This is an optimization exercise on Yosys and OpenROAD, whose aim is small area and a short achievable clock period, not a production implementation.
In this exercise RTL edits were held to simulation tests only and were not proved equivalent to the original.
Power figures rest on the tool's default switching activity, not on a simulated workload.

==> flow/config.mk <==
export PLATFORM = sky130hd
export DESIGN_NAME = processor
export DESIGN_NICKNAME = processor
export VERILOG_FILES = /design/flow/design.v
export SDC_FILE = /design/flow/constraint.sdc
export NUM_CORES = 4
export LEC_CHECK = 0
export CAP_MARGIN = 20
export CORE_MARGIN = 2
export CORE_UTILIZATION = 55
export CTS_BUF_LIST = sky130_fd_sc_hd__clkbuf_8 sky130_fd_sc_hd__clkbuf_4
export SETUP_SLACK_MARGIN = 4.0
export SLEW_MARGIN = 20
export SYNTH_HIERARCHICAL = 1
export SYNTH_MINIMUM_KEEP_SIZE = 0
==> flow/constraint.sdc <==
create_clock -name core_clock -period 11.0 [get_ports {CLK}]
set_input_delay 2.2000 -clock core_clock [delete_from_list [all_inputs] [get_ports {CLK}]]
set_output_delay 2.2000 -clock core_clock [all_outputs]
set_load 0.01 [all_outputs]
==> flow/design.v <==
module processor (
    input         CLK, RESET,
    output [31:0] PCcurrent,
    input  [31:0] instruction,
    output        WEmem,
    output [31:0] Adres_mem,
    output [31:0] WriteData,
    input  [31:0] ReadData
);
    wire [5:0]  op  = instruction[31:26];
    wire [4:0]  rs  = instruction[25:21];
    wire [4:0]  rt  = instruction[20:16];
    wire [4:0]  rd  = instruction[15:11];
    wire [5:0]  fn  = instruction[5:0];
    wire [15:0] imm = instruction[15:0];
    wire [31:0] simm = {{16{imm[15]}}, imm};
    wire is_r    = ~op[5] & ~op[3] & ~op[2] & ~op[1];    
    wire is_qb   = op[4];                                
    wire is_imm  = op[5] | (op[3] & ~op[4]);             
    wire is_lw   = op[5] & ~op[3];                       
    wire is_beq  = op[2] & ~op[1];                       
    wire is_jr   = op[2] & op[1] & ~op[4];               
    wire is_jal  = op[1] & op[0] & ~op[5] & ~op[2];      
    wire is_rd   = is_r | is_qb;
    wire we      = op[5] ? ~op[3] : ~(op[2] & ~op[4]);
    assign WEmem = (op == 6'h2B);
    wire sub     = (is_r & fn[1]) | is_beq;    
    wire sat     = is_qb & instruction[8];     
    reg  [31:0] regs [1:31];
    wire [4:0]  wa = is_jal ? 5'd31 : (is_rd ? rd : rt);
    wire [31:0] wd;
    always @(posedge CLK) begin
        if (we && wa != 5'd0)
            regs[wa] <= wd;
    end
    wire [32*32-1:0] rflat;
    wire [7:0] a_lo, b_lo;
    wire [3:0] a_hi, b_hi;
    assign rflat[31:0] = 32'd0;
    genvar gi;
    generate
        for (gi = 1; gi < 32; gi = gi + 1) begin : rdat
            assign rflat[gi*32 +: 32] = regs[gi];
        end
        for (gi = 0; gi < 8; gi = gi + 1) begin : rdlo
            assign a_lo[gi] = (rs[2:0] == gi);
            assign b_lo[gi] = (rt[2:0] == gi);
        end
        for (gi = 0; gi < 4; gi = gi + 1) begin : rdhi
            assign a_hi[gi] = (rs[4:3] == gi);
            assign b_hi[gi] = (rt[4:3] == gi);
        end
    endgenerate
    wire [31:0] a, b;
    rdmux rd_a (.lo(a_lo), .hi(a_hi), .d(rflat), .y(a));
    rdmux rd_b (.lo(b_lo), .hi(b_hi), .d(rflat), .y(b));
    assign WriteData = b;
    ksadd32 addr_add (.a(a), .b(simm), .s(Adres_mem));
    wire [31:0] bx = is_imm ? simm : (b ^ {32{sub}});
    wire        ps = ~is_qb;    
    wire [34:0] a35 = {a[31:24], ps, a[23:16], ps, a[15:8], ps, a[7:0]};
    wire [34:0] b35 = {bx[31:24], 1'b0, bx[23:16], 1'b0, bx[15:8], 1'b0, bx[7:0]};
    wire [36:0] s37 = {1'b0, a35, 1'b1} + {1'b0, b35, sub};
    wire [35:0] s36 = s37[36:1];
    wire [31:0] sum = {s36[34:27], s36[25:18], s36[16:9], s36[7:0]};
    wire [3:0]  bc  = {s36[35], s36[26], s36[17], s36[8]};
    wire [31:0] sum_sat = sum | {{8{sat & bc[3]}}, {8{sat & bc[2]}}, {8{sat & bc[1]}}, {8{sat & bc[0]}}};
    wire        ltu = ~s36[35];
    integer k;
    wire        left = ~fn[1];
    wire        fill = fn[0] & b[31];
    reg  [31:0] brev, srev;
    always @(*) begin
        for (k = 0; k < 32; k = k + 1) brev[k] = b[31 - k];
    end
    wire [31:0] sx  = left ? brev : b;
    wire [31:0] sh1 = a[0] ? {fill, sx[31:1]}          : sx;
    wire [31:0] sh2 = a[1] ? {{2{fill}}, sh1[31:2]}    : sh1;
    wire [31:0] sh4 = a[2] ? {{4{fill}}, sh2[31:4]}    : sh2;
    wire [31:0] sh8 = a[3] ? {{8{fill}}, sh4[31:8]}    : sh4;
    wire [31:0] sr  = a[4] ? {{16{fill}}, sh8[31:16]}  : sh8;
    always @(*) begin
        for (k = 0; k < 32; k = k + 1) srev[k] = sr[31 - k];
    end
    wire [31:0] shres = left ? srev : sr;
    wire [31:0] pc4 = {PCcurrent[31:2] + 30'd1, PCcurrent[1:0]};
    wire r_alu   = is_r & fn[5];
    wire w_sum   = ~is_r ? ~(is_lw | is_jal) : (r_alu & ~fn[2] & ~fn[3]);
    wire w_shift = is_r & ~fn[5];
    wire w_and   = r_alu & fn[2] & ~fn[0];
    wire w_or    = r_alu & fn[2] & fn[0];
    wire w_slt   = r_alu & ~fn[2] & fn[3];
    assign wd = ({32{w_sum}}   & sum_sat)
              | ({32{w_shift}} & shres)
              | ({32{w_and}}   & (a & b))
              | ({32{w_or}}    & (a | b))
              | {31'd0, w_slt & ltu}
              | ({32{is_lw}}   & ReadData)
              | ({32{is_jal}}  & pc4);
    reg  [31:0] pc;
    assign PCcurrent = pc;
    wire [31:0] pcbr = {pc4[31:2] + simm[29:0], pc[1:0]};
    wire [31:0] pcj  = {pc4[31:28], instruction[25:0], 2'b00};
    wire        eq   = &(a ^ bx);    
    wire [31:0] npc  = is_jr ? a : is_jal ? pcj : (is_beq & eq) ? pcbr : pc4;
    always @(posedge CLK) begin
        if (RESET) pc <= 32'd0;
        else       pc <= npc;
    end
endmodule
module rdmux (
    input      [7:0]         lo,
    input      [3:0]         hi,
    input      [32*32-1:0]   d,
    output reg [31:0]        y
);
    integer g, l;
    reg [31:0] t;
    always @(*) begin
        y = 32'd0;
        for (g = 0; g < 4; g = g + 1) begin
            t = 32'd0;
            for (l = 0; l < 8; l = l + 1)
                if (g * 8 + l != 0)
                    t = t | ({32{lo[l]}} & d[(g * 8 + l) * 32 +: 32]);
            y = y | ({32{hi[g]}} & t);
        end
    end
endmodule
module ksadd32 (
    input  [31:0] a, b,
    output [31:0] s
);
    wire [31:0] g0 = a & b, p0 = a ^ b;
    wire [31:0] g1, p1, g2, p2, g3, p3, g4, p4, g5, p5;
    kslevel #(1)  l1 (.gi(g0), .pi(p0), .go(g1), .po(p1));
    kslevel #(2)  l2 (.gi(g1), .pi(p1), .go(g2), .po(p2));
    kslevel #(4)  l3 (.gi(g2), .pi(p2), .go(g3), .po(p3));
    kslevel #(8)  l4 (.gi(g3), .pi(p3), .go(g4), .po(p4));
    kslevel #(16) l5 (.gi(g4), .pi(p4), .go(g5), .po(p5));
    assign s = p0 ^ {g5[30:0], 1'b0};
endmodule
module kslevel #(parameter D = 1) (
    input  [31:0] gi, pi,
    output [31:0] go, po
);
    assign go = gi | (pi & {gi[31-D:0], {D{1'b0}}});
    assign po = pi & {pi[31-D:0], {D{1'b1}}};
endmodule
==> flow/run.sh <==
#!/bin/bash
# synth_recipe.tcl (not shown) runs the flow's synth.tcl, then flattens the netlist and writes it again
# the make line also repeats each setting of config.mk as NAME=value (left out here)
make -C /OpenROAD-flow-scripts/flow DESIGN_CONFIG=/design/flow/config.mk WORK_HOME=/design/flow/orfs CLKGATE_MAP_FILE= SYNTH_SCRIPT=/design/flow/synth_recipe.tcl finish
==> results of run 1 <==
[metrics by stage]
stage          instances  worst slack [ns]   util
6_report            6057              3.05  0.671
5_1_grt             6038              3.04  0.671
4_1_cts             5990              3.12  0.661
3_5_place_dp        5492              1.49  0.597
3_3_place_gp        5491              1.46  0.597
2_1_floorplan       4262              3.84      -
[area by class of cell]
cell class,instances,area (um^2)
multi-input combinational,2830,23300
clock buffer,216,2710
clock inverter,86,422
antenna,23,57.6
timing repair buffer,563,6410
tap,1276,1600
timing repair inverter,1,6.26
fill,7136,31900
inverter,38,190
sequential,1024,30400
[flip-flops by register name, summed over array words and instances, names as in the netlist]
| name | cells |
|---|---|
| regs | 992 |
| pc | 32 |
[per-layer routing]
| metal | vias to the layer above | GRT usage | wire length (um) |
|---|---|---|---|
| li1 | 18654 | - | - |
| met1 | 23309 | 0.613 | 83800 |
| met2 | 4888 | 0.681 | 103000 |
| met3 | 1209 | 0.182 | 41700 |
| met4 | 16 | 0.336 | 20300 |
| met5 | - | 0 | 199 |
[critical path, stage by stage]
cell and delay (ns):
buf_16 0.12, buf_12 0.13, nor3b_4 0.31, buf_16 0.31
buf_6 0.32, a22oi_1 0.14, a41oi_1 0.41, a2111o_2 0.25
ha_4 0.24, and2_1 0.15, and2_1 0.17, a21o_1 0.20
a21o_1 0.16, a21o_1 0.20, xor2_2 0.15, buf_2 0.14
[final timing paths]
kind	slack [ns]	endpoint	startpoint	cells after the start
setup / recovery	3.05	Adres_mem[31]	instruction[21]	16
hold / removal	0.52	pc[1]	pc[1]	2
setup reg to reg	5.73	regs[14][16]	regs[18][0]	15
hold reg to reg	0.52	pc[1]	pc[1]	2
[timing repair]
| action | 4_1_cts | 5_1_grt |
|---|---|---|
| gates resized for setup | 379 | 108 |
| gates cloned | 37 | 5 |
| endpoints found under the setup margin | 1086 | 497 |
| setup buffers | 159 | 38 |
| pin swaps | 162 | 101 |
[power groups by stage]
stage               sequential, mW  clock, mW  combinational (mW)
detailed placement            4.89          0                2.59
CTS                           4.80       3.21                2.76
global placement              4.88          0                2.58
global route                  4.81       3.39                3.05
finish                        4.81       3.24                2.97
floorplan                     4.89          0                1.51
==> impl_metrics.csv, run 1 <==
group,metric,value,unit
die,core,0.0970,mm^2
die,start_util,0.556,
clocking,htreeDepth,4,
die,die_w,317,um
clocking,path_clk_slew,0.06,ns
die,num_rows,114,
timing,whs,0.518,ns
timing,rsz0062_at_grt,"true",
logic_synthesis,synth.avg_cell_area,12.7,um^2
timing,slew_violations,0,
timing,fmax,0.126,GHz
route,wl,249,mm
die,die_h,317,um
power,p_total,11.0,mW
setup_path,start_kind,"input port",
power,p_comb_frac,0.270,
timing,max-slew-margin-rel,0.279,
min_path,hold_class,"reg2reg",
power,pwr-share-seq,0.437,
place,io_buffers,162,
cells_and_area,nets,4789,
power,clock_power_share,0.294,
cells_and_area,layout_common_cells,"edfxtp_1, a22oi_1, buf_4",
timing,setup_viol,0,
route,wire_per_inst,41.2,um
grt,antenna_found_initial,18,
cells_and_area,final_common_cell,"edfxtp_1",
power,power.density,169,mW/mm^2
logic_synthesis,netlist_area,0.0540,mm^2
power,ir_drop,126,uV
setup_path,cp_data_required_time,8.80,ns
clocking,clock_path_buffers,3,
timing,fin_crit,7.95,ns
logic_synthesis,synthCells,4262,
clocking,clock_sinks,1024,
die,dieArea,0.101,mm^2
setup_path,crit_type,"in2out",
clocking,cts_tree,"done",
timing,worst_pin_slew,1.08,ns
timing,fin_worst_skew,0.0693,ns
clocking,clk_latency,0.89,ns
flow_run,maxCapViolCount,0,
power,p_int,7.42,mW
route,initialDrtViolationCount,10357,
cells_and_area,drive_gt1_frac,0.231,
place,place_area,0.0579,mm^2
power,p_sw,3.59,mW
timing,timing.final.crit_share,0.722,
grt,grt_max_degree,60,
grt,grt_remaining_overflow,0,
clocking,numCtsBuffers,169,
power,leakage,22.1,nW
status,status,"timing/DRC/antenna clean",
die,io_pins,163,
route,vias,48076,
clocking,hold_buffers,0,
logic_synthesis,syn_nets,4424,
clocking,cts_root_buf,"clkbuf_8",
timing,fin_setup_tns,0,ns
cells_and_area,post-route-cell-area,0.0651,mm^2
cells_and_area,syn2layout_area_growth,20.6,%
place,place_congestion,1.00,
power,switching_share,0.326,
logic_synthesis,yosysWarnings,8,
setup_path,crit_arrival,5.75,ns
grt,grt_pass1_vias,44637,
route,ant_nets,0,
grt,grt_pass1_wl,337,mm
timing,hold_violations,0,
grt,grt_use_total,0.482,
setup_path,crit_fanout,47,
route,drc,0,
setup_path,endpoint_kind,"output port",
route,vias_per_cell,7.94,
route,drt_pass1_iterations,14,
place,dpl.hpwl,133,mm
==> run 2: changes to the inputs <==
--- a/flow/design.v
+++ b/flow/design.v
@@ -34,28 +34,18 @@
             regs[wa] <= wd;
     end
     wire [32*32-1:0] rflat;
-    wire [7:0] a_lo, b_lo;
-    wire [3:0] a_hi, b_hi;
     assign rflat[31:0] = 32'd0;
     genvar gi;
     generate
         for (gi = 1; gi < 32; gi = gi + 1) begin : rdat
             assign rflat[gi*32 +: 32] = regs[gi];
         end
-        for (gi = 0; gi < 8; gi = gi + 1) begin : rdlo
-            assign a_lo[gi] = (rs[2:0] == gi);
-            assign b_lo[gi] = (rt[2:0] == gi);
-        end
-        for (gi = 0; gi < 4; gi = gi + 1) begin : rdhi
-            assign a_hi[gi] = (rs[4:3] == gi);
-            assign b_hi[gi] = (rt[4:3] == gi);
-        end
     endgenerate
     wire [31:0] a, b;
-    rdmux rd_a (.lo(a_lo), .hi(a_hi), .d(rflat), .y(a));
-    rdmux rd_b (.lo(b_lo), .hi(b_hi), .d(rflat), .y(b));
+    rdport rd_a (.r(rs), .d(rflat), .y(a));
+    rdport rd_b (.r(rt), .d(rflat), .y(b));
     assign WriteData = b;
-    ksadd32 addr_add (.a(a), .b(simm), .s(Adres_mem));
+    ksadd #(.W(32)) addr_add (.a(a), .b(simm), .s(Adres_mem));
     wire [31:0] bx = is_imm ? simm : (b ^ {32{sub}});
     wire        ps = ~is_qb;    
     wire [34:0] a35 = {a[31:24], ps, a[23:16], ps, a[15:8], ps, a[7:0]};
@@ -108,42 +98,82 @@
         else       pc <= npc;
     end
 endmodule
-module rdmux (
-    input      [7:0]         lo,
-    input      [3:0]         hi,
-    input      [32*32-1:0]   d,
-    output reg [31:0]        y
+module rdport (
+    input  [4:0]         r,
+    input  [32*32-1:0]   d,
+    output [31:0]        y
+);
+    genvar s, g;
+    generate
+        for (s = 0; s < 4; s = s + 1) begin : sl
+            wire [7:0]    lo;
+            wire [3:0]    hi;
+            wire [32*8-1:0] ds;
+            for (g = 0; g < 32; g = g + 1) begin : reg8
+                assign ds[g*8 +: 8] = d[g*32 + s*8 +: 8];
+            end
+            rdec  dec (.r(r), .lo(lo), .hi(hi));
+            rmux8 mux (.lo(lo), .hi(hi), .d(ds), .y(y[s*8 +: 8]));
+        end
+    endgenerate
+endmodule
+module rdec (
+    input      [4:0] r,
+    output reg [7:0] lo,
+    output reg [3:0] hi
+);
+    integer i;
+    always @(*) begin
+        for (i = 0; i < 8; i = i + 1) lo[i] = (r[2:0] == i);
+        for (i = 0; i < 4; i = i + 1) hi[i] = (r[4:3] == i);
+    end
+endmodule
+module rmux8 (
+    input      [7:0]        lo,
+    input      [3:0]        hi,
+    input      [32*8-1:0]   d,
+    output reg [7:0]        y
 );
     integer g, l;
-    reg [31:0] t;
+    reg [7:0] t;
     always @(*) begin
-        y = 32'd0;
+        y = 8'd0;
         for (g = 0; g < 4; g = g + 1) begin
-            t = 32'd0;
+            t = 8'd0;
             for (l = 0; l < 8; l = l + 1)
                 if (g * 8 + l != 0)
-                    t = t | ({32{lo[l]}} & d[(g * 8 + l) * 32 +: 32]);
-            y = y | ({32{hi[g]}} & t);
+                    t = t | ({8{lo[l]}} & d[(g * 8 + l) * 8 +: 8]);
+            y = y | ({8{hi[g]}} & t);
         end
     end
 endmodule
-module ksadd32 (
-    input  [31:0] a, b,
-    output [31:0] s
+module ksadd #(parameter W = 32) (
+    input  [W-1:0] a, b,
+    output [W-1:0] s
 );
-    wire [31:0] g0 = a & b, p0 = a ^ b;
-    wire [31:0] g1, p1, g2, p2, g3, p3, g4, p4, g5, p5;
-    kslevel #(1)  l1 (.gi(g0), .pi(p0), .go(g1), .po(p1));
-    kslevel #(2)  l2 (.gi(g1), .pi(p1), .go(g2), .po(p2));
-    kslevel #(4)  l3 (.gi(g2), .pi(p2), .go(g3), .po(p3));
-    kslevel #(8)  l4 (.gi(g3), .pi(p3), .go(g4), .po(p4));
-    kslevel #(16) l5 (.gi(g4), .pi(p4), .go(g5), .po(p5));
-    assign s = p0 ^ {g5[30:0], 1'b0};
+    localparam L = (W > 32) ? 6 : 5;            
+    wire [W-1:0] g [0:L];
+    wire [W-1:0] p [0:L];
+    assign g[0] = a & b;
+    assign p[0] = a ^ b;
+    genvar i;
+    generate
+        for (i = 0; i < L; i = i + 1) begin : lev
+            kslevel #(.W(W), .D(1 << i), .INV(i % 2), .LAST(i == L - 1))
+                l (.gi(g[i]), .pi(p[i]), .go(g[i+1]), .po(p[i+1]));
+        end
+    endgenerate
+    wire [W-1:0] c = (L % 2) ? ~g[L] : g[L];
+    assign s = p[0] ^ {c[W-2:0], 1'b0};
 endmodule
-module kslevel #(parameter D = 1) (
-    input  [31:0] gi, pi,
-    output [31:0] go, po
+module kslevel #(parameter W = 32, parameter D = 1, parameter INV = 0, parameter LAST = 0) (
+    input  [W-1:0] gi, pi,
+    output [W-1:0] go, po
 );
-    assign go = gi | (pi & {gi[31-D:0], {D{1'b0}}});
-    assign po = pi & {pi[31-D:0], {D{1'b1}}};
+    wire [W-1:0] gt = INV ? ~gi : gi;
+    wire [W-1:0] pt = INV ? ~pi : pi;
+    wire [W-1:0] gn = gt | (pt & {gt[W-1-D:0], {D{1'b0}}});
+    wire [W-1:0] pn = pt & {pt[W-1-D:0], {D{1'b1}}};
+    assign go = INV ? gn : ~gn;
+    assign po = LAST ? {W{1'b0}} : (INV ? pn : ~pn);
 endmodule
--- a/flow/config.mk
+++ b/flow/config.mk
@@ -7,8 +7,7 @@
 export LEC_CHECK = 0
 export CAP_MARGIN = 20
 export CORE_MARGIN = 2
-export CORE_UTILIZATION = 55
-export CTS_BUF_LIST = sky130_fd_sc_hd__clkbuf_8 sky130_fd_sc_hd__clkbuf_4
+export CORE_UTILIZATION = 45
 export SETUP_SLACK_MARGIN = 4.0
 export SLEW_MARGIN = 20
 export SYNTH_HIERARCHICAL = 1
==> run 2 against run 1 <==
  * Sequential cell count stayed put
  * Synthesized cell count increased by 0.89%
  * Worst hold slack improved by 0.25 ns
  * Die area rose by 20%
  * Via count fell by 1.5%
  * The layout now fails its checks (slew limit)
  * Critical path type unchanged
==> impl_metrics.csv, run 2 <==
group,metric,value,unit
status,status,"failed layout checks",
status,violations,"slew limit",
cells_and_area,drive_gt1_frac,0.224,
setup_path,reg2reg_slack,5.81,ns
clocking,hold_buffers,0,
grt,grt_use_total,0.398,
clocking,htreeDepth,3,
timing,fmax,0.130,GHz
timing,max-slew-margin-rel,-0.113,
power,p_sw,3.72,mW
timing,rsz0062_at_grt,"true",
setup_path,slowest_stage,"ha_2",
route,wire_per_inst,40.8,um
power,power.density,177,mW/mm^2
timing,slew_violations,2,
cells_and_area,post-route-cell-area,0.0649,mm^2
cells_and_area,largest_reg_flops,992,
setup_path,cp_data_required_time,8.80,ns
route,drc,0,
min_path,min_to,"pc[1]",
place,io_buffers,162,
grt,grt_remaining_overflow,0,
cells_and_area,final_common_cell,"edfxtp_1",
setup_path,crit_fanout,16,
clocking,path_clk_slew,0.05,ns
grt,antenna_found_initial,13,
cells_and_area,reg_top3,"regs: 992 flops, pc: 32 flops",
clocking,cts_root_buf,"clkbuf_16",
logic_synthesis,synthCells,4300,
setup_path,crit_arrival,5.51,ns
cells_and_area,layout_common_cells,"edfxtp_1, a22oi_1, buf_4",
power,leakage,20.6,nW
setup_path,cp_cell_sequence,"bufbuf_16, buf_4, and3_4, a222oi_1, a31oi_1, a2111o_1, buf_4, ha_2, nand2_1, nor2_2, nand2_1, o21ai_1, a21oi_2, xnor2_2, buf_2",
die,io_pins,163,
route,vias_per_cell,7.59,
die,core,0.118,mm^2
setup_path,r2r_cells,14,
power,p_int,7.77,mW
place,place_congestion,1.06,
die,num_rows,126,
route,drt_pass1_iterations,15,
timing,hold_violations,0,
clocking,clock_sinks,1024,
power,clock_power_share,0.311,
timing,worst_pin_slew,1.67,ns
clocking,cts_tree,"done",
setup_path,path_buf_inv,4,
route,initialDrtViolationCount,9522,
clocking,clock_path_buffers,3,
setup_path,endpoint_kind,"output port",
die,die_h,348,um
setup_path,crit_type,"in2out",
clocking,numCtsBuffers,106,
logic_synthesis,netlist_area,0.0533,mm^2
die,start_util,0.453,
min_path,hold_class,"reg2reg",
die,dieArea,0.121,mm^2
logic_synthesis,synth.avg_cell_area,12.4,um^2
place,dpl.hpwl,148,mm
grt,grt_pass1_vias,43535,
grt,grt_max_degree,71,
setup_path,worst_r2r_startpoint,"regs[3][2]",
route,ant_nets,0,
timing,setup_viol,0,
route,wl,255,mm
setup_path,start_kind,"input port",
setup_path,r2r-end,"regs[13][14]",
cells_and_area,syn2layout_area_growth,21.8,%
cells_and_area,multi_input_area,0.0243,mm^2
setup_path,path_delay_family,"compound AO/OA/AOI/OAI gates",
clocking,clk_latency,0.74,ns
logic_synthesis,yosysWarnings,10,
timing,timing.final.crit_share,0.701,
grt,grt_pass1_wl,340,mm
timing,fin_crit,7.71,ns
cells_and_area,top_register,"regs",
setup_path,max_stage_delay,0.41,ns
logic_synthesis,syn_nets,4462,
cells_and_area,ff_latch_area,0.0304,mm^2
flow_run,maxCapViolCount,0,
min_path,whs_path_depth,2,
cells_and_area,nets,4768,
timing,fin_worst_skew,0.0434,ns
power,ir_drop,151,uV
power,pwr-share-seq,0.419,
power,switching_share,0.324,
die,die_w,348,um
place,place_area,0.0573,mm^2
min_path,hold_start,"pc[1]",
timing,fin_setup_tns,0,ns
cells_and_area,n_fill_cell,9735,
power,p_comb_frac,0.270,
route,vias,47355,
-- run 2: cell count changes in the layout (fill, tap and decap cells not counted), sizes merged, moves of 43 or more --
cell | before | now
a21o | 165 | 42
buf | 420 | 325
and2 | 108 | 18
clkbuf | 221 | 133
a21oi | 132 | 212
o21ai | 84 | 156
nand2 | 142 | 192
nor2 | 157 | 200
-- run 2: layout make-up --
| cell class | count | area share |
|---|---|---|
| Antenna cell | 4 | 0.000154 |
| Clock buffer | 125 | 0.0426 |
| Clock inverter | 75 | 0.00981 |
| Inverter | 79 | 0.00511 |
| Multi-Input combinational cell | 2942 | 0.373 |
| Sequential cell | 1024 | 0.469 |
| Tap cell | 1536 | 0.0296 |
| Timing Repair Buffer | 453 | 0.0707 |
-- run 2: worst max path at each step --
| stage | from | endpoint | slack [ns] | cells past startpoint |
|---|---|---|---|---|
| 6_report | instruction[23] | Adres_mem[31] | 3.29 | 15 |
| 5_1_grt | instruction[22] | Adres_mem[19] | 3.24 | 15 |
| 4_1_cts | instruction[23] | Adres_mem[25] | 3.36 | 15 |
| 3_5_place_dp | instruction[22] | Adres_mem[13] | 1.60 | 14 |
| 3_3_place_gp | instruction[22] | Adres_mem[13] | 1.59 | 14 |
| 2_1_floorplan | instruction[22] | regs[10][19] | 4.01 | 20 |
-- run 2: worst min-delay path, cell delays in order (launching register included) --
cell and delay [ns]:
dfxtp_1 0.44, a22oi_1 0.23, nor2_1 0.05
-- run 2: per-stage QoR --
| stage | cells | worst slack (ns) | total power, mW | utilization | hold WS, ns |
|---|---|---|---|---|---|
| after CTS | 6181 | 3.36 | 11.2 | 0.540 | 0.732 |
| after global routing | 6235 | 3.24 | 11.7 | 0.551 | 0.799 |
| final | 6238 | 3.29 | 11.5 | 0.551 | 0.767 |
| after global placement | 5866 | 1.59 | 7.37 | 0.486 | 0.715 |
| after detailed placement | 5868 | 1.60 | 7.38 | 0.486 | 0.717 |
| after floorplan | 4300 | 4.01 | 6.27 | - | 0.551 |
-- run 2: what timing repair did --
action	4_1_cts	5_1_grt
resized for setup	588	196
setup buffers	85	36
setup endpoints to repair	1086	809
pin swaps	145	109
gates cloned	28	17
-- run 2: power groups by stage --
stage	logic [mW]	clock network, mW	registers (mW)
6_report	3.11	3.57	4.82
5_1_grt	3.19	3.73	4.82
4_1_cts	2.78	3.58	4.82
3_5_place_dp	2.48	0	4.90
3_3_place_gp	2.47	0	4.90
2_1_floorplan	1.37	0	4.90
-- run 2: routing by layer --
layer	GRT usage	vias up	wire, um
li1	-	18727	-
met1	0.544	23257	94400
met2	0.557	4453	103000
met3	0.131	908	39800
met4	0.215	10	16800
met5	0.00640	-	81
==> run 3: changes to the inputs <==
--- a/flow/config.mk
+++ b/flow/config.mk
@@ -7,8 +7,10 @@
 export LEC_CHECK = 0
 export CAP_MARGIN = 20
 export CORE_MARGIN = 2
-export CORE_UTILIZATION = 45
+export CORE_UTILIZATION = 50
+export CTS_BUF_LIST = sky130_fd_sc_hd__clkbuf_8 sky130_fd_sc_hd__clkbuf_4
 export SETUP_SLACK_MARGIN = 4.0
-export SLEW_MARGIN = 20
+export SLEW_MARGIN = 30
 export SYNTH_HIERARCHICAL = 1
 export SYNTH_MINIMUM_KEEP_SIZE = 0
+export TNS_END_PERCENT = 10
==> run 3 against run 2 <==
  * The run now finishes clean
  * Final area shrank 0.64%
  * Wire length shrank 2.2%
  * Maximum frequency grew 0.71%
  * Die area shrank 9.9%
  * Sequential share of layout area grew 0.30 points
  * Core utilization grew 6.0 points
  * Critical endpoint is now Adres_mem[13]
==> impl_metrics.csv, run 3 <==
group,metric,value,unit
status,status,"timing/DRC/antenna clean",
clocking,htreeDepth,4,
route,vias,47652,
clocking,clock_sinks,1024,
grt,antenna_found_initial,8,
setup_path,crit_type,"in2out",
logic_synthesis,yosysWarnings,10,
place,io_buffers,162,
min_path,hold_start,"pc[0]",
die,io_pins,163,
cells_and_area,largest_reg_flops,992,
min_path,min_to,"pc[0]",
grt,grt_pass1_wl,339,mm
cells_and_area,top_register,"regs",
clocking,cts_tree,"done",
timing,worst_pin_slew,1.06,ns
setup_path,max_stage_delay,0.52,ns
route,wire_per_inst,40.1,um
setup_path,cp_data_required_time,8.80,ns
cells_and_area,syn2layout_area_growth,21.1,%
cells_and_area,n_fill_cell,8436,
grt,grt_remaining_overflow,0,
setup_path,crit_fanout,8,
flow_run,maxCapViolCount,0,
setup_path,reg2reg_slack,5.53,ns
cells_and_area,final_common_cell,"edfxtp_1",
cells_and_area,post-route-cell-area,0.0645,mm^2
power,switching_share,0.321,
place,place_area,0.0572,mm^2
grt,grt_pass1_vias,45080,
route,drc,0,
die,num_rows,119,
timing,timing.final.crit_share,0.696,
timing,setup_slack,3.34,ns
setup_path,r2r-end,"pc[28]",
timing,whs,0.679,ns
die,dieArea,0.109,mm^2
clocking,numCtsBuffers,171,
setup_path,endpoint_kind,"output port",
cells_and_area,layout_common_cells,"edfxtp_1, a22oi_1, buf_4",
place,dpl.hpwl,143,mm
timing,slew_violations,0,
clocking,path_clk_slew,0.06,ns
die,die_h,331,um
die,start_util,0.505,
timing,fin_worst_skew,0.0787,ns
route,vias_per_cell,7.68,
logic_synthesis,syn_nets,4462,
route,ant_nets,0,
place,pre_cts_slack,1.79,ns
power,pwr-share-seq,0.430,
timing,fin_setup_tns,0,ns
setup_path,cp_cell_sequence,"buf_16, nor3b_4, buf_12, buf_12, buf_16, a222oi_1, a31oi_1, a2111o_2, ha_4, nand2_2, o21ai_4, a21oi_2, o21ai_2, inv_2, xnor2_2, buf_2",
place,place_congestion,1.03,
timing,rsz0062_at_grt,"true",
timing,max-slew-margin-rel,0.293,
timing,fin_crit,7.66,ns
power,power.density,174,mW/mm^2
power,leakage,20.7,nW
grt,grt_max_degree,69,
min_path,hold_class,"reg2reg",
power,clock_power_share,0.316,
clocking,cts_root_buf,"clkbuf_8",
setup_path,crit_arrival,5.46,ns
logic_synthesis,synth.avg_cell_area,12.4,um^2
cells_and_area,fin_util,0.611,
die,die_w,331,um
logic_synthesis,synthCells,4300,
setup_path,r2r_cells,15,
clocking,clock_path_buffers,3,
route,drt_pass1_iterations,11,
die,core,0.106,mm^2
power,p_sw,3.60,mW
cells_and_area,nets,4834,
cells_and_area,drive_gt1_frac,0.232,
power,ir_drop,175,uV
setup_path,slowest_stage,"a2111o_2",
setup_path,worst_r2r_startpoint,"pc[4]",
clocking,clk_latency,0.93,ns
logic_synthesis,netlist_area,0.0533,mm^2
power,p_int,7.62,mW
grt,grt_use_total,0.443,
cells_and_area,reg_top3,"regs: 992 flops, pc: 32 flops",
min_path,whs_path_depth,2,
timing,hold_violations,0,
route,wl,249,mm
setup_path,start_kind,"input port",
timing,fmax,0.131,GHz
route,initialDrtViolationCount,8626,
power,p_comb_frac,0.255,
timing,setup_viol,0,
run 3: area by class of cell:
cell class	count	area, um^2	share of cell area
antenna	6	15.0	0.000233
tap	1391	1740	0.0270
inverter	79	329	0.00510
sequential	1024	30400	0.472
clock inverter	78	686	0.0106
multi-input combinational	2946	24000	0.371
timing repair buffer	450	4550	0.0705
clock buffer	229	2810	0.0436
run 3: power by group through the flow:
stage | registers [mW] | clock network, mW | logic (mW)
2_1_floorplan | 4.90 | 0 | 1.37
3_3_place_gp | 4.90 | 0 | 2.40
3_5_place_dp | 4.90 | 0 | 2.42
4_1_cts | 4.82 | 3.55 | 2.66
5_1_grt | 4.83 | 3.72 | 2.96
6_report | 4.82 | 3.54 | 2.86
run 3: worst max-delay path, delay by kind of cell:
kind            cells  cell delay [ns]
compound gates      6             1.57
buf+inv             6             0.77
xor+xnor            1             0.21
fa+ha+maj           1             0.37
simple gates        2             0.29
run 3: timing repair:
action,in CTS,in global routing
gates resized for setup,529,130
hold buffers,0,0
cloned,41,6
setup endpoints to repair,1081,882
setup buffers,107,12
hold endpoints to repair,0,0
pin swaps,132,62
run 3: how the worst max path moves through the flow:
stage,from,to,slack [ns],cells past startpoint
final,instruction[23],Adres_mem[13],3.34,16
after global routing,instruction[23],Adres_mem[29],3.35,16
after CTS,instruction[22],Adres_mem[27],3.48,15
after detailed placement,instruction[16],regs[16][29],1.79,19
after global placement,instruction[25],Adres_mem[31],1.74,13
after floorplan,instruction[22],regs[10][19],3.87,20
run 3: through the flow:
| stage | instances | total power, mW |
|---|---|---|
| finish | 6203 | 11.2 |
| global route | 6198 | 11.5 |
| CTS | 6174 | 11.0 |
| detailed placement | 5719 | 7.32 |
| global placement | 5711 | 7.30 |
| floorplan | 4300 | 6.27 |
run 3: layer usage:
| layer | routed length [um] | vias up | track usage |
|---|---|---|---|
| li1 | - | 18907 | - |
| met1 | 88700 | 23373 | 0.583 |
| met2 | 104000 | 4333 | 0.637 |
| met3 | 35800 | 1031 | 0.123 |
| met4 | 20000 | 8 | 0.306 |
| met5 | 56 | - | 0 |
==> run 4: changes to the inputs <==
--- a/flow/config.mk
+++ b/flow/config.mk
@@ -8,7 +8,9 @@
 export CAP_MARGIN = 20
 export CORE_MARGIN = 2
 export CORE_UTILIZATION = 50
-export CTS_BUF_LIST = sky130_fd_sc_hd__clkbuf_8 sky130_fd_sc_hd__clkbuf_4
+export CTS_BUF_LIST = sky130_fd_sc_hd__clkbuf_16 sky130_fd_sc_hd__clkbuf_8
+export CTS_CLUSTER_DIAMETER = 80
+export CTS_CLUSTER_SIZE = 30
 export SETUP_SLACK_MARGIN = 4.0
 export SLEW_MARGIN = 30
 export SYNTH_HIERARCHICAL = 1
==> run 4 against run 3 <==
  * Non-clock buffer count increased by 77
  * Core utilization decreased by 0.45 points
  * Wire length increased by 0.69%
  * Count of clock-buffer cells in the layout decreased by 178
  * Critical path depth increased by 1
  * Critical path type unchanged
  * Largest power group unchanged
==> impl_metrics.csv, run 4 <==
group,metric,value,unit
status,status,"timing/DRC/antenna clean",
grt,grt_pass1_vias,44209,
grt,grt_max_degree,69,
timing,worst_pin_slew,1.25,ns
die,core,0.106,mm^2
place,placed_cells,5719,
grt,grt_use_total,0.443,
place,place_congestion,1.03,
route,vias,47520,
timing,hold_violations,0,
power,pwr-share-seq,0.474,
logic_synthesis,yosysWarnings,10,
timing,rsz0062_at_grt,"true",
die,die_h,331,um
route,ant_nets,0,
grt,antenna_found_initial,5,
flow_run,maxCapViolCount,0,
clocking,clock_sinks,1024,
logic_synthesis,syn_nets,4462,
cells_and_area,layout_common_cells,"edfxtp_1, a22oi_1, buf_4",
timing,setup_viol,0,
setup_path,start_kind,"input port",
place,place_area,0.0572,mm^2
timing,fin_setup_tns,0,ns
route,vias_per_cell,7.85,
cells_and_area,top_register,"regs",
power,p_total,10.1,mW
clocking,clock_path_buffers,3,
cells_and_area,nets,4788,
power,switching_share,0.336,
route,met2WireLength,106,mm
power,leakage,20.3,nW
route,routed.top_layer,"met5",
die,start_util,0.505,
setup_path,crit_arrival,5.52,ns
clocking,cts_tree,"done",
min_path,hold_class,"reg2reg",
place,pre_cts_slack,1.79,ns
cells_and_area,final_common_cell,"edfxtp_1",
clocking,numCtsBuffers,49,
clocking,htreeDepth,2,
timing,slew_violations,0,
timing,fmax,0.130,GHz
cells_and_area,ff_latch_area,0.0304,mm^2
cells_and_area,syn2layout_area_growth,20.2,%
cells_and_area,drive_gt1_frac,0.226,
logic_synthesis,synthCells,4300,
power,p_comb_frac,0.297,
route,wire_per_inst,41.4,um
route,drt_pass1_iterations,8,
clocking,path_clk_slew,0.11,ns
power,clock_power_share,0.229,
timing,fin_crit,7.72,ns
grt,grt_remaining_overflow,0,
cells_and_area,fin_util,0.607,
clocking,cts_root_buf,"clkbuf_16",
cells_and_area,instances_no_fill,6057,
cells_and_area,reg_top3,"regs: 992 flops, pc: 32 flops",
cells_and_area,largest_reg_flops,992,
place,dpl.hpwl,143,mm
timing,timing.final.crit_share,0.701,
timing,max-slew-margin-rel,0.169,
cells_and_area,n_fill_cell,8398,
cells_and_area,multi_input_area,0.0243,mm^2
setup_path,reg2reg_slack,5.64,ns
setup_path,endpoint_kind,"output port",
timing,setup_slack,3.28,ns
setup_path,crit_type,"in2out",
grt,grt_pass1_wl,338,mm
route,wl_met3,36.4,mm
route,wl,251,mm
logic_synthesis,netlist_area,0.0533,mm^2
setup_path,cp_data_required_time,8.80,ns
cells_and_area,post-route-cell-area,0.0640,mm^2
power,p_sw,3.41,mW
timing,fin_worst_skew,0.0690,ns
place,io_buffers,162,
route,drc,0,
die,die_w,331,um
route,initialDrtViolationCount,9047,
clocking,clk_latency,0.73,ns
die,io_pins,163,
setup_path,crit_fanout,14,
route,wl_met1,89.2,mm
power,p_int,6.74,mW
power,ir_drop,183,uV
power,power.density,158,mW/mm^2
die,dieArea,0.109,mm^2
timing,whs,0.696,ns
logic_synthesis,synth.avg_cell_area,12.4,um^2
die,num_rows,119,
-- run 4: changes by cell type in the layout (fill, tap and decap cells not counted), moves of 9 or more --
cell       previous run  this run
clkbuf_16             3        52
clkinv_2             13         3
o21ai_4              11        20
buf_4               214       257
nand2_1             170       156
buf_6                29        42
buf_12               29        49
clkbuf_8            175         0
clkbuf_4             54         0
clkinv_1             41         1
-- run 4: repair_timing --
item / in CTS / in global routing
hold buffers: 0 / 0
cloned: 42 / 7
pin swaps: 197 / 69
setup endpoints to repair: 1126 / 1088
resized for setup: 669 / 109
setup buffers: 137 / 57
-- run 4: path summary, 6_finish.rpt --
kind | start | endpoint | cells past startpoint
hold reg to reg | pc[1] | pc[1] | 2
setup reg to reg | pc[4] | pc[28] | 15
hold / removal | pc[1] | pc[1] | 2
setup / recovery | instruction[22] | Adres_mem[15] | 17
-- run 4: cell type report --
type / count / area share
flip-flops and latches: 1024 / 0.475
multi-input cells: 2945 / 0.380
repair buffers: 527 / 0.0857
well taps: 1391 / 0.0272
clock buffers: 51 / 0.0199
clock inverters: 33 / 0.00690
inverters: 79 / 0.00508
diodes: 7 / 0.000273
-- run 4: critical path, stage by stage --
cell and delay (ns):
buf_16 0.15, nor3b_4 0.52, clkbuf_16 0.28, buf_12 0.12
a22oi_2 0.06, a41oi_2 0.31, a2111o_2 0.36, ha_4 0.30
a21oi_4 0.18, buf_6 0.12, o21ai_4 0.06, a21oi_2 0.21
o21ai_4 0.09, buf_4 0.14, inv_2 0.09, xnor2_2 0.12
buf_2 0.16
-- run 4: power groups by stage --
| stage | clock (mW) | sequential [mW] | combinational (mW) |
|---|---|---|---|
| finish | 2.33 | 4.81 | 3.01 |
| global route | 2.46 | 4.82 | 3.11 |
| CTS | 2.33 | 4.81 | 2.75 |
| detailed placement | 0 | 4.90 | 2.42 |
| global placement | 0 | 4.90 | 2.40 |
| floorplan | 0 | 4.90 | 1.37 |
-- run 4: per-layer routing --
| metal | vias up | track usage |
|---|---|---|
| met1 | 23459 | 0.584 |
| met4 | 4 | 0.281 |
| met5 | - | 0 |
| met3 | 931 | 0.128 |
| met2 | 4418 | 0.642 |
| li1 | 18708 | - |
==> run 5: changes to the inputs <==
--- a/flow/config.mk
+++ b/flow/config.mk
@@ -9,8 +9,8 @@
 export CORE_MARGIN = 2
 export CORE_UTILIZATION = 50
 export CTS_BUF_LIST = sky130_fd_sc_hd__clkbuf_16 sky130_fd_sc_hd__clkbuf_8
-export CTS_CLUSTER_DIAMETER = 80
-export CTS_CLUSTER_SIZE = 30
+export CTS_CLUSTER_DIAMETER = 60
+export CTS_CLUSTER_SIZE = 20
 export SETUP_SLACK_MARGIN = 4.0
 export SLEW_MARGIN = 30
 export SYNTH_HIERARCHICAL = 1
==> run 5 against run 4 <==
  * Critical path depth decreased by 4
  * Largest cell class unchanged
  * Synthesized cell count unchanged
  * Worst setup slack improved by 0.079 ns
  * Global-route usage increased by 0.67 points
  * Wire length increased by 0.85%
  * Highest routed layer unchanged
  * Worst hold slack improved by 0.0040 ns
  * Sequential share of layout area decreased by 0.69 points
  * Power increased by 9.9%
  * Final area increased by 1.5%
==> impl_metrics.csv, run 5 <==
group,metric,value,unit
grt,grt_remaining_overflow,0,
route,drt_pass1_iterations,12,
setup_path,max_stage_delay,0.63,ns
cells_and_area,reg_top3,"regs: 992 flops, pc: 32 flops",
route,vias,47773,
min_path,whs_path_depth,2,
power,leakage,20.8,nW
place,placed_cells,5719,
clocking,cts_tree,"done",
grt,grt_use_total,0.449,
timing,timing.final.crit_share,0.694,
logic_synthesis,syn_nets,4462,
setup_path,crit_path_frequent_cell,"a21oi_4",
setup_path,reg2reg_slack,5.62,ns
power,power.density,172,mW/mm^2
setup_path,crit_arrival,5.44,ns
setup_path,crit_type,"in2out",
grt,grt_pass1_wl,343,mm
route,wire_per_inst,41.4,um
cells_and_area,top_register,"regs",
setup_path,cp_cell_sequence,"buf_4, and2_1, inv_1, a41oi_1, a2111o_2, ha_4, a21oi_4, o21ai_4, a21oi_4, o21ai_2, a21oi_2, xnor2_1, buf_2",
clocking,numCtsBuffers,88,
setup_path,cp_data_required_time,8.80,ns
logic_synthesis,netlist_area,0.0533,mm^2
timing,hold_violations,0,
timing,setup_viol,0,
die,io_pins,163,
min_path,hold_start,"pc[1]",
route,initialDrtViolationCount,9416,
setup_path,worst_r2r_startpoint,"pc[4]",
cells_and_area,instances_no_fill,6101,
clocking,clk_latency,0.73,ns
logic_synthesis,synthCells,4300,
die,die_h,331,um
timing,fin_worst_skew,0.0431,ns
timing,rsz0062_at_grt,"true",
die,core,0.106,mm^2
die,die_w,331,um
setup_path,r2r-end,"pc[28]",
clocking,path_clk_slew,0.07,ns
status,status,"timing/DRC/antenna clean",
timing,fmax,0.131,GHz
route,ant_nets,0,
cells_and_area,syn2layout_area_growth,21.9,%
grt,antenna_found_initial,13,
route,drc,0,
cells_and_area,final_common_cell,"edfxtp_1",
flow_run,maxCapViolCount,0,
setup_path,r2r_cells,15,
cells_and_area,drive_gt1_frac,0.229,
logic_synthesis,synth.avg_cell_area,12.4,um^2
cells_and_area,largest_reg_flops,992,
place,place_congestion,1.03,
clocking,cts_root_buf,"clkbuf_16",
cells_and_area,nets,4792,
die,dieArea,0.109,mm^2
timing,whs,0.700,ns
min_path,min_to,"pc[1]",
timing,fin_crit,7.64,ns
route,wl,253,mm
clocking,clock_sinks,1024,
power,ir_drop,173,uV
logic_synthesis,yosysWarnings,10,
grt,grt_max_degree,69,
cells_and_area,n_fill_cell,8305,
die,start_util,0.505,
timing,fin_setup_tns,0,ns
route,vias_per_cell,7.83,
clocking,htreeDepth,3,
timing,slew_violations,0,
clocking,clock_path_buffers,3,
cells_and_area,layout_common_cells,"edfxtp_1, a22oi_1, buf_4",
timing,worst_pin_slew,1.09,ns
place,io_buffers,162,
setup_path,crit_fanout,17,
die,num_rows,119,
place,dpl.hpwl,143,mm
min_path,hold_class,"reg2reg",
grt,grt_pass1_vias,44697,
setup_path,slowest_stage,"a2111o_2",
power,p_total,11.2,mW
timing,max-slew-margin-rel,0.272,
setup_path,start_kind,"input port",
setup_path,endpoint_kind,"output port",
cells_and_area,fin_util,0.616,
-- run 5: metrics by stage --
step,setup slack (ns),instance area (um^2)
floorplan,3.87,53300
global placement,1.74,56900
detailed placement,1.79,57200
CTS,3.55,64300
global route,3.40,65000
finish,3.36,65000
-- run 5: report_power, final --
part / switching (mW) / internal [mW]
clock network: 1.71 / 1.66
registers: 0.0528 / 4.76
logic: 1.97 / 0.994
total: 3.73 / 7.42
-- run 5: worst max-delay path by stage --
stage / start / endpoint / slack [ns] / depth (start not counted)
detailed placement: instruction[16] / regs[16][29] / 1.79 / 19
global placement: instruction[25] / Adres_mem[31] / 1.74 / 13
floorplan: instruction[22] / regs[10][19] / 3.87 / 20
finish: instruction[25] / Adres_mem[28] / 3.36 / 13
global route: instruction[21] / Adres_mem[28] / 3.40 / 16
CTS: instruction[21] / Adres_mem[29] / 3.55 / 15
-- run 5: worst max-delay path: cells and delay by family --
family / cells / cell delay, ns
XOR/XNOR: 1 / 0.15
buffers and inverters: 3 / 0.82
AND/OR/NAND/NOR: 1 / 0.22
adder cells (fa/ha/maj): 1 / 0.34
AO/OA/AOI/OAI: 7 / 1.66
-- run 5: final cells by class --
class / instances / area (um^2) / area share
antenna: 10 / 25.0 / 0.000385
tap: 1391 / 1740 / 0.0268
inverter: 79 / 324 / 0.00499
clock buffer: 91 / 2280 / 0.0350
timing repair buffer: 493 / 5180 / 0.0798
sequential: 1024 / 30400 / 0.468
clock inverter: 69 / 793 / 0.0122
multi-input combinational: 2944 / 24200 / 0.373
-- run 5: metal layers --
layer / GRT usage / vias to the layer above / wire, um
met4: 0.294 / 20 / 19400
met5: 0 / - / 128
met3: 0.144 / 1043 / 37700
met2: 0.645 / 4466 / 107000
met1: 0.586 / 23421 / 89000
li1: - / 18823 / -
-- run 5: what timing repair did --
action,in CTS,in global routing
setup buffers,123,30
resized for setup,663,70
pin swaps,197,84
hold buffers,0,0
setup endpoints to repair,1132,866
cloned,52,4
==> run 6: changes to the inputs <==
--- a/flow/design.v
+++ b/flow/design.v
@@ -154,8 +154,8 @@
     localparam L = (W > 32) ? 6 : 5;            
     wire [W-1:0] g [0:L];
     wire [W-1:0] p [0:L];
-    assign g[0] = a & b;
-    assign p[0] = a ^ b;
+    bitand #(.W(W)) ug (.a(a), .b(b), .y(g[0]));
+    bitxor #(.W(W)) up (.a(a), .b(b), .y(p[0]));
     genvar i;
     generate
         for (i = 0; i < L; i = i + 1) begin : lev
@@ -177,3 +177,9 @@
     assign go = INV ? gn : ~gn;
     assign po = LAST ? {W{1'b0}} : (INV ? pn : ~pn);
 endmodule
+module bitand #(parameter W = 32) (input [W-1:0] a, b, output [W-1:0] y);
+    assign y = a & b;
+endmodule
+module bitxor #(parameter W = 32) (input [W-1:0] a, b, output [W-1:0] y);
+    assign y = a ^ b;
+endmodule
==> run 6 against run 5 <==
  * Still clean
  * Cell count up 1.1%
  * Critical path depth up 4
  * Clock skew up 0.0061 ns
  * Sequential power about the same
  * Worst hold slack worse by 0.0035 ns
  * First-iteration DRC count down 2.7%
  * Combinational power up 3%
  * Sequential cell count unchanged
  * Largest cell class unchanged
==> impl_metrics.csv, run 6 <==
group,metric,value,unit
cells_and_area,nets,4836,
timing,setup_viol,0,
timing,slew_violations,0,
clocking,cts_root_buf,"clkbuf_16",
logic_synthesis,synth.avg_cell_area,12.3,um^2
grt,grt_use_total,0.442,
timing,hold_violations,0,
timing,fin_setup_tns,0,ns
route,vias,47847,
timing,fmax,0.130,GHz
setup_path,endpoint_kind,"output port",
cells_and_area,layout_common_cells,"edfxtp_1, a22oi_1, buf_4",
setup_path,r2r_cells,15,
min_path,whs_path_depth,2,
setup_path,worst_r2r_startpoint,"regs[9][6]",
place,placed_cells,5754,
power,p_sw,3.66,mW
die,core,0.106,mm^2
cells_and_area,largest_reg_flops,992,
route,vias_per_cell,7.76,
timing,whs,0.697,ns
min_path,hold_class,"reg2reg",
cells_and_area,n_fill_cell,8170,
logic_synthesis,syn_nets,4460,
die,num_rows,119,
power,power.density,168,mW/mm^2
cells_and_area,top_register,"regs",
setup_path,start_kind,"input port",
clocking,clk_latency,0.72,ns
cells_and_area,reg_top3,"regs: 992 flops, pc: 32 flops",
cells_and_area,drive_gt1_frac,0.246,
timing,setup_slack,3.32,ns
place,dpl.hpwl,145,mm
setup_path,slowest_stage,"nor3_4",
route,wl,249,mm
place,io_buffers,162,
timing,timing.final.crit_share,0.699,
timing,rsz0062_at_grt,"true",
setup_path,cp_data_required_time,8.80,ns
clocking,clock_sinks,1024,
setup_path,crit_type,"in2out",
die,dieArea,0.109,mm^2
setup_path,crit_fanout,6,
cells_and_area,instances_no_fill,6166,
power,p_comb_frac,0.278,
setup_path,max_stage_delay,0.46,ns
grt,grt_pass1_vias,44690,
clocking,numCtsBuffers,83,
place,place_congestion,1.06,
die,start_util,0.506,
timing,fin_crit,7.69,ns
setup_path,r2r-end,"pc[24]",
setup_path,cp_cell_sequence,"clkbuf_16, buf_4, nor3_4, clkbuf_16, a22oi_1, a41oi_2, a2111o_2, buf_6, xor2_4, buf_12, a21oi_4, o21ai_4, a21oi_2, o21ai_1, a21oi_2, xnor2_2, buf_2",
logic_synthesis,netlist_area,0.0534,mm^2
die,io_pins,163,
power,p_int,7.37,mW
clocking,htreeDepth,3,
route,wire_per_inst,40.4,um
grt,grt_remaining_overflow,0,
setup_path,reg2reg_slack,5.64,ns
power,p_total,11.0,mW
timing,max-slew-margin-rel,0.294,
grt,grt_pass1_wl,339,mm
power,clock_power_share,0.286,
grt,grt_max_degree,71,
clocking,cts_tree,"done",
power,pwr-share-seq,0.436,
clocking,path_clk_slew,0.07,ns
logic_synthesis,yosysWarnings,10,
timing,fin_worst_skew,0.0491,ns
die,die_h,331,um
status,status,"timing/DRC/antenna clean",
power,leakage,21.1,nW
place,pre_cts_slack,1.71,ns
die,die_w,331,um
min_path,min_to,"pc[1]",
cells_and_area,syn2layout_area_growth,23.0,%
timing,worst_pin_slew,1.05,ns
flow_run,maxCapViolCount,0,
cells_and_area,final_common_cell,"edfxtp_1",
min_path,hold_start,"pc[1]",
route,initialDrtViolationCount,9159,
route,drc,0,
route,ant_nets,0,
setup_path,crit_arrival,5.49,ns
power,switching_share,0.332,
grt,antenna_found_initial,7,
clocking,clock_path_buffers,3,
route,drt_pass1_iterations,11,
logic_synthesis,synthCells,4330,
power,ir_drop,150,uV
[run 6: worst max-delay path, delay by kind of cell]
kind                   cells  cell delay [ns]
AO/OA/AOI/OAI              8             1.45
buffers and inverters      6             1.09
AND/OR/NAND/NOR            1             0.46
XOR/XNOR                   2             0.23
[run 6: power groups by stage]
| stage | sequential [mW] | combinational [mW] | clock [mW] |
|---|---|---|---|
| 2_1_floorplan | 4.90 | 1.37 | 0 |
| 3_3_place_gp | 4.90 | 2.43 | 0 |
| 3_5_place_dp | 4.90 | 2.45 | 0 |
| 4_1_cts | 4.81 | 2.82 | 3.16 |
| 5_1_grt | 4.82 | 3.17 | 3.30 |
| 6_report | 4.81 | 3.07 | 3.15 |
[run 6: metal layers]
metal	vias up	routed length, um	global-route usage
li1	18876	-	-
met1	23535	85900	0.561
met2	4420	105000	0.638
met3	1010	37300	0.148
met4	6	20400	0.306
met5	-	44	0.000435
[run 6: worst max path at each step]
stage                          from            end  slack (ns)  depth (start not counted)
finish              instruction[23]  Adres_mem[19]        3.32                         17
detailed placement  instruction[23]  Adres_mem[19]        1.71                         15
floorplan           instruction[22]   regs[10][19]        3.85                         20
global route        instruction[21]  Adres_mem[30]        3.29                         16
CTS                 instruction[23]  Adres_mem[19]        3.47                         18
global placement    instruction[23]  Adres_mem[19]        1.75                         15
[run 6: area by class of cell]
| cell class | count | area [um^2] | area share |
|---|---|---|---|
| inverter | 79 | 327 | 0.00497 |
| tap | 1391 | 1740 | 0.0265 |
| sequential | 1024 | 30400 | 0.463 |
| clock inverter | 66 | 688 | 0.0105 |
| antenna | 3 | 7.51 | 0.000114 |
| clock buffer | 85 | 2130 | 0.0324 |
| timing repair buffer | 543 | 5690 | 0.0867 |
| multi-input combinational | 2975 | 24700 | 0.375 |
[run 6: metrics by stage]
stage,instance area (um^2),utilization
3_5_place_dp,57200,0.542
4_1_cts,64600,0.612
6_report,65700,0.622
5_1_grt,65700,0.622
2_1_floorplan,53400,-
3_3_place_gp,57100,0.541
[run 6: timing repair]
| action | 4_1_cts | 5_1_grt |
|---|---|---|
| setup endpoints to repair | 1147 | 1262 |
| endpoints found under the hold margin | 0 | 0 |
| pin swaps | 182 | 65 |
| hold buffers | 0 | 0 |
| buffers inserted | 163 | 36 |
| cloned | 50 | 6 |
| resized for setup | 737 | 137 |
==> run 7: changes to the inputs <==
--- a/flow/config.mk
+++ b/flow/config.mk
@@ -8,9 +8,7 @@
 export CAP_MARGIN = 20
 export CORE_MARGIN = 2
 export CORE_UTILIZATION = 50
-export CTS_BUF_LIST = sky130_fd_sc_hd__clkbuf_16 sky130_fd_sc_hd__clkbuf_8
-export CTS_CLUSTER_DIAMETER = 60
-export CTS_CLUSTER_SIZE = 20
+export CTS_BUF_LIST = sky130_fd_sc_hd__clkbuf_8 sky130_fd_sc_hd__clkbuf_4
 export SETUP_SLACK_MARGIN = 4.0
 export SLEW_MARGIN = 30
 export SYNTH_HIERARCHICAL = 1
==> run 7 against run 6 <==
  * First-iteration DRC count down 1.3%
  * Sequential power barely moved
  * Highest routed layer unchanged
  * Critical path depth shrank 2
  * Count of clock-buffer cells in the layout increased by 142
  * Sequential share of layout area grew 0.090 points
  * Critical path type unchanged
==> impl_metrics.csv, run 7 <==
group,metric,value,unit
status,status,"timing/DRC/antenna clean",
route,vias_per_cell,7.64,
clocking,cts_tree,"done",
route,vias,47969,
power,ir_drop,122,uV
setup_path,worst_r2r_startpoint,"regs[3][3]",
grt,grtUsageMet2,0.635,
logic_synthesis,syn_nets,4460,
timing,slew_violations,0,
timing,fin_crit,7.75,ns
route,drt_pass1_iterations,10,
power,power.density,171,mW/mm^2
die,die_w,331,um
setup_path,r2r_cells,16,
die,dieArea,0.109,mm^2
timing,worst_pin_slew,1.04,ns
route,ant_nets,0,
setup_path,crit_type,"in2out",
logic_synthesis,yosysWarnings,10,
place,place_congestion,1.06,
power,clock_power_share,0.301,
grt,gr-max-usage-layer,"met2",
setup_path,cp_data_required_time,8.80,ns
timing,max-slew-margin-rel,0.305,
timing,hold_violations,0,
clocking,cts_root_buf,"clkbuf_8",
timing,setup_viol,0,
setup_path,cp-endpoint,"Adres_mem[30]",
place,dpl.hpwl,145,mm
cells_and_area,largest_reg_flops,992,
cells_and_area,n_fill_cell,8334,
grt,grt_use_total,0.439,
setup_path,crit_arrival,5.55,ns
die,num_rows,119,
logic_synthesis,netlist_area,0.0534,mm^2
grt,grt_pass1_vias,44873,
route,drc,0,
cells_and_area,fin_util,0.621,
power,switching_share,0.327,
cells_and_area,reg_top3,"regs: 992 flops, pc: 32 flops",
grt,grt.met3_usage,0.155,
grt,grt_pass1_wl,337,mm
setup_path,start_kind,"input port",
clocking,hold_buffers,0,
die,core,0.106,mm^2
grt,grt_util_met1,0.555,
logic_synthesis,synth.avg_cell_area,12.3,um^2
setup_path,endpoint_kind,"output port",
route,wl,248,mm
clocking,clock_sinks,1024,
clocking,clk_latency,0.89,ns
timing,setup_slack,3.25,ns
power,pwr-share-seq,0.430,
setup_path,crit_fanout,16,
clocking,numCtsBuffers,171,
place,io_buffers,162,
timing,fmax,0.129,GHz
cells_and_area,layout_common_cells,"edfxtp_1, a22oi_1, buf_4",
timing,timing.final.crit_share,0.705,
route,initialDrtViolationCount,9040,
cells_and_area,nets,4883,
setup_path,reg2reg_slack,5.45,ns
timing,fin_setup_tns,0,ns
clocking,path_clk_slew,0.06,ns
place,place_area,0.0572,mm^2
power,p_int,7.54,mW
timing,rsz0062_at_grt,"true",
cells_and_area,final_common_cell,"edfxtp_1",
clocking,htreeDepth,4,
cells_and_area,syn2layout_area_growth,22.8,%
cells_and_area,top_register,"regs",
die,io_pins,163,
timing,fin_worst_skew,0.0429,ns
cells_and_area,post-route-cell-area,0.0655,mm^2
power,p_sw,3.66,mW
grt,grt_max_degree,71,
place,pre_cts_slack,1.71,ns
die,die_h,331,um
power,leakage,21.1,nW
setup_path,r2r-end,"regs[26][25]",
flow_run,maxCapViolCount,0,
setup_path,cp-startpoint,"instruction[21]",
grt,antenna_found_initial,5,
min_path,hold_class,"reg2reg",
route,wire_per_inst,39.5,um
clocking,clock_path_buffers,3,
power,p_comb_frac,0.269,
grt,grt_remaining_overflow,0,
cells_and_area,drive_gt1_frac,0.257,
die,start_util,0.506,
logic_synthesis,synthCells,4330,
## run 7: critical path, cell delays in order
cell and delay (ns):
buf_16 0.15, buf_4 0.17, and3b_4 0.32, a222oi_1 0.41, a31oi_1 0.13, a2111o_2 0.60
and2_1 0.25, a21oi_2 0.23, o21ai_2 0.12, a21oi_2 0.19, o21ai_2 0.14, buf_4 0.17
a21oi_4 0.17, xnor2_1 0.13, buf_2 0.15
## run 7: what timing repair did
item	CTS	global route
buffers inserted	129	38
cloned	40	7
pin swaps	150	101
setup endpoints to repair	1080	1087
resized for setup	680	152
## run 7: per-stage QoR
step           hold slack, ns  total power [mW]  cells
2_1_floorplan           0.551              6.27   4330
4_1_cts                 0.658              11.0   6230
3_5_place_dp            0.639              7.35   5754
5_1_grt                 0.678              11.5   6279
3_3_place_gp            0.647              7.33   5750
6_report                0.674              11.2   6282
## run 7: worst min path at each step
| stage | start | to | slack (ns) | depth (start not counted) |
|---|---|---|---|---|
| 6_report | pc[1] | pc[1] | 0.67 | 2 |
| 5_1_grt | pc[1] | pc[1] | 0.68 | 2 |
| 4_1_cts | pc[1] | pc[1] | 0.66 | 2 |
| 3_5_place_dp | pc[1] | pc[1] | 0.64 | 2 |
| 3_3_place_gp | pc[1] | pc[1] | 0.65 | 2 |
| 2_1_floorplan | pc[0] | pc[0] | 0.55 | 2 |
## run 7: per-layer routing
metal	vias to the layer above	wire, um	share of wire
met2	4373	105000	0.42
met3	1051	37100	0.15
met5	-	49	0.00020
met4	6	20400	0.082
li1	19032	-	-
met1	23507	85700	0.35
## run 7: final cells by class
class / count / area, um^2 / area share
Antenna cell: 4 / 10.0 / 0.000153
Clock buffer: 227 / 2790 / 0.0426
Clock inverter: 80 / 542 / 0.00827
Inverter: 79 / 325 / 0.00496
Multi-Input combinational cell: 2972 / 24600 / 0.376
Sequential cell: 1024 / 30400 / 0.464
Tap cell: 1391 / 1740 / 0.0266
Timing Repair Buffer: 505 / 5070 / 0.0774
## run 7: power groups by stage
stage | Sequential (mW) | Combinational [mW] | Clock (mW)
2_1_floorplan | 4.90 | 1.37 | 0
3_3_place_gp | 4.90 | 2.43 | 0
3_5_place_dp | 4.90 | 2.45 | 0
4_1_cts | 4.82 | 2.75 | 3.38
5_1_grt | 4.83 | 3.12 | 3.54
6_report | 4.82 | 3.02 | 3.37

[afterwards: timing with drivers on the ports]
No port has a modelled driver above. Below, the same layouts with a new extraction and two added sets of constraints. Step 1 sets driving cells, clkbuf_16 on the clock port and buf_2 on the other inputs (assumed; they add their load-dependent delay and slew). Step 2, shift: input delay + t, output delay - t, t = (earliest + latest rising clock arrival at the registers) / 2. This alone moves slack from input paths to output paths. a / b / c = no drivers / after step 1 / after step 2; a / b = the first two.
| run | t, ns | slack for setup (ns) | worst setup path after step 2 | cell pins on the clock port's net |
|---|---|---|---|---|
| run 1 | 0.944 | 3.053 / 2.864 / 2.863 | input to register | 1 |
| run 2 | 0.797 | 3.288 / 2.868 / 2.868 | input to output | 1 |
| run 3 | 0.953 | 3.342 / 3.004 / 2.572 | input to register | 1 |
| run 4 | 0.779 | 3.285 / 2.829 / 2.757 | input to register | 1 |
| run 5 | 0.786 | 3.364 / 2.909 / 2.760 | input to register | 1 |
| run 6 | 0.770 | 3.315 / 2.987 / 2.789 | input to register | 1 |
| run 7 | 0.941 | 3.246 / 2.893 / 2.691 | input to register | 1 |
For run 3, which loses most, drivers alone change the setup slack by -0.338 ns; drivers and shift together by -0.770 ns.
